This is an optimization exercise on Yosys and OpenROAD, whose aim is small area, not a production implementation. The RTL was checked by simulation tests, not by an equivalence proof against the original design. The flow treats the clock pin as an ideal source. Dropping or thinning the clock tree relies on that and would not hold on a real chip. No activity file was given, so power comes from the tool's default toggle rates.

## uart
module uart(clock, reset, tx);
input clock, reset;
output tx;
localparam [15:0] TAPS = 16'b1000000101010000;
localparam [15:0] Z    = 16'b0100111011001101;
localparam [15:0] X1   = 16'b0010011101100110;
localparam [15:0] X3   = 16'b0110001101101110;
localparam [15:0] SAME = 16'b1011101111110111;    
localparam [15:0] PB   = 16'b1010101010101010;
localparam [3:0] PR = 4'b0000;
localparam [5:0] PJ = 6'b000000;
localparam [5:0] JR = 6'd0;
localparam [255:0] ROM = 256'b1111111111111111111111111111111110000101000001011001000010010000101100100011001010110110001101101011100100111001101101111011011110111011101110111001000000010000101101111011011110110110001101101011011000110110101100101011001010110100001101001111111111111111;
reg [15:0] bq;
reg [3:0] rq;
reg [5:0] jq;
wire [15:0] b = bq ^ PB;    
wire [3:0] r = rq ^ PR;        
wire [5:0] j = jq ^ PJ;   
wire near = ((b & SAME) == (X1 & SAME));
wire tick = near && ((b & ~SAME) == (X1 & ~SAME));      
wire done = ((|j[5:4]) | (j[3:0] >= 4'd14));    
wire pend = (j[0] & j[1] & j[3] & j[4] & j[5]) & (r[0] & r[3]) & near && ((b & ~SAME) == (X3 & ~SAME));    
wire fb   = (^(b & TAPS)) ^ (tick & !done);
wire [4:0] r1 = {1'b0, r} + 5'd1;
always @(posedge clock) begin
  ...
Settings: LEC_CHECK=0, CAP_MARGIN=20, CORE_AREA=3 3 61 61, DIE_AREA=0 0 64 64, GPL_TIMING_DRIVEN=0, SLEW_MARGIN=20; clock period 10.0 ns.
standard.sh (not shown) runs the stock make flow with config.mk's settings and CLKGATE_MAP_FILE= SYNTH_SCRIPT=/design/flow/synth_recipe.tcl, a recipe that flattens the netlist after the stock synthesis.
==> flow/flow/run.sh <==
#!/bin/bash
# Own flow: the standard layout (standard.sh) with three changes:
# - synthesis maps for area: flow/my_synth.tcl wraps synth_recipe.tcl, runs ABC with each
#   flow/area*.abc script and keeps the smallest netlist; ADDER_MAP_FILE is empty so adders
#   go through ABC, not ha/fa cells;
# - CTS inserts no dummy loads, and flow/post_cts.tcl collapses the small tree to one buffer
#   (a buf_12, strong enough for the 26 flip-flops);
# - port buffers are buf_1.
# make's full output is in flow_make.log, each ORFS step's log under orfs/logs/.
set -euo pipefail
W=$(pwd)
export FLOW_SYNTH_TCL="$W/synth_recipe.tcl"
export MY_ABC_DIR="$W/flow"
export CTS_ARGS="-sink_clustering_enable -repair_clock_nets -dont_use_dummy_load -buf_list sky130_fd_sc_hd__clkbuf_8"
export POST_CTS_TCL="$W/flow/post_cts.tcl"
export ROOT_CLKBUF=sky130_fd_sc_hd__buf_12
export BUFFER_PORTS_ARGS="-buffer_cell sky130_fd_sc_hd__buf_1"
sed -e "s#SYNTH_SCRIPT=[^ ]*#SYNTH_SCRIPT=$W/flow/my_synth.tcl ADDER_MAP_FILE= #" standard.sh > my_standard.sh
bash my_standard.sh > "$W/flow_make.log" 2>&1
Other scripts of this flow, unchanged in this note and not shown: flow/flow/area0.abc, flow/flow/my_synth.tcl, flow/flow/post_cts.tcl
==> next run, changes <==
CAP_MARGIN = 0   (was 20)
SLEW_MARGIN = 0   (was 20)
Outcome:
- The new run completed without violations
- routed wire length hardly moves
- flip-flop and latch count does not change
- clock power came out higher by about 1%
- worst setup slack improved by 0.021 ns

* * *

== run D ==
uart, a different RTL version from the one above (not shown whole).
Size in the first run: about 130 cells after synthesis, about 3 I/O pins, about 1000 sq um of cells after synthesis.
clock: 10.0 ns
lec_check: 0
cap_margin: 20
core_area: 3 3 61 61
die_area: 0 0 64 64
slew_margin: 20
==> flow/flow/run.sh <==
#!/bin/bash
# Own flow: the standard layout (standard.sh) with three changes:
# - synthesis maps for area: flow/my_synth.tcl wraps synth_recipe.tcl and swaps ABC's script
#   for flow/area.abc; ADDER_MAP_FILE is empty so adders go through ABC, not ha/fa cells;
# - CTS inserts no dummy loads, and flow/post_cts.tcl collapses the small tree to one buffer;
# - port buffers are buf_1.
# make's full output is in flow_make.log, each ORFS step's log under orfs/logs/.
set -euo pipefail
W=$(pwd)
export FLOW_SYNTH_TCL="$W/synth_recipe.tcl"
export MY_ABC_SCRIPT="$W/flow/area.abc"
export CTS_ARGS="-sink_clustering_enable -repair_clock_nets -dont_use_dummy_load -buf_list sky130_fd_sc_hd__clkbuf_8"
#export POST_CTS_TCL="$W/flow/post_cts.tcl"
export ROOT_CLKBUF=sky130_fd_sc_hd__clkbuf_16
export BUFFER_PORTS_ARGS="-buffer_cell sky130_fd_sc_hd__buf_1"
sed -e "s#SYNTH_SCRIPT=[^ ]*#SYNTH_SCRIPT=$W/flow/my_synth.tcl ADDER_MAP_FILE= #" standard.sh > my_standard.sh
bash my_standard.sh > "$W/flow_make.log" 2>&1
Other scripts of this flow, unchanged in this note and not shown: flow/flow/area.abc, flow/flow/my_synth.tcl, flow/flow/post_cts.tcl
Run D completed end to end with timing, DRC and antenna clean.
The inputs of run E differ from those of run D as listed below.
-- flow/flow/run.sh --
<<< run D, line 11
export MY_ABC_SCRIPT="$W/flow/area.abc"
export CTS_ARGS="-sink_clustering_enable -repair_clock_nets -dont_use_dummy_load -buf_list sky130_fd_sc_hd__clkbuf_8"
#export POST_CTS_TCL="$W/flow/post_cts.tcl"
export ROOT_CLKBUF=sky130_fd_sc_hd__clkbuf_16
export BUFFER_PORTS_ARGS="-buffer_cell sky130_fd_sc_hd__buf_1"
>>> run E, line 11
export MY_ABC_SCRIPT="$W/flow/area.abc"
export CTS_ARGS="-sink_clustering_enable -repair_clock_nets -dont_use_dummy_load -buf_list sky130_fd_sc_hd__clkbuf_8"
export POST_CTS_TCL="$W/flow/post_cts.tcl"
export ROOT_CLKBUF=sky130_fd_sc_hd__clkbuf_16
export BUFFER_PORTS_ARGS="-buffer_cell sky130_fd_sc_hd__buf_1"
From run D to run E the numbers moved as follows: first-iteration DRC count increased by 41 relative to the old numbers, buffer share of cell area closely matched the old numbers, count of vias placed by the detailed router closely matched the old numbers, maximum ir drop on the vdd rail decreased by 27% relative to the old numbers. Run E vs. run D: share of the clock period used by the worst path after layout went up; final cell count fell about 0.55%. Between run E and run D, the tap cell count does not differ in any meaningful way. Diff run D and run E: met2 layer wire length in the routed design higher in run E. Run E gives more combinational power share than run D did. Against run D, run E reports a cell count after synthesis that is higher.

[static timing again, ports no longer ideal]
The results above use ideal ports. As a check the final layouts listed here were re-extracted and re-timed, cells and wires unchanged.
Step 1 assumes that a clkbuf_16 drives the clock port and a buf_2 every other input.
Step 2 moves the port delays by t, midway between the first and last clock arrival at a register: inputs arrive t later, outputs are due t later. That takes back most of the time a late clock gives input paths.
Slacks: ideal / step 1 / step 2; pairs: ideal / step 1.
| run | t (ns) | slack for setup (ns) | clock arrival spread, ns | pins driven straight from the clock port |
|---|---|---|---|---|
| the first run of note 1 | 0.160 | 5.394 / 5.372 / 5.372 | 0.004 / 0.003 | 1 |
| the second run of note 1 | 0.158 | 5.415 / 5.391 / 5.391 | 0.004 / 0.004 | 1 |
| run D | 0.281 | 5.375 / 5.353 / 5.353 | 0.009 / 0.009 | 1 |
| run E | 0.181 | 5.213 / 5.191 / 5.191 | 0.005 / 0.005 | 1 |
After both steps setup and hold are still met in every run listed. For the second run of note 1, which loses most, drivers alone change the setup slack by -0.024 ns; drivers and shift together by -0.024 ns.
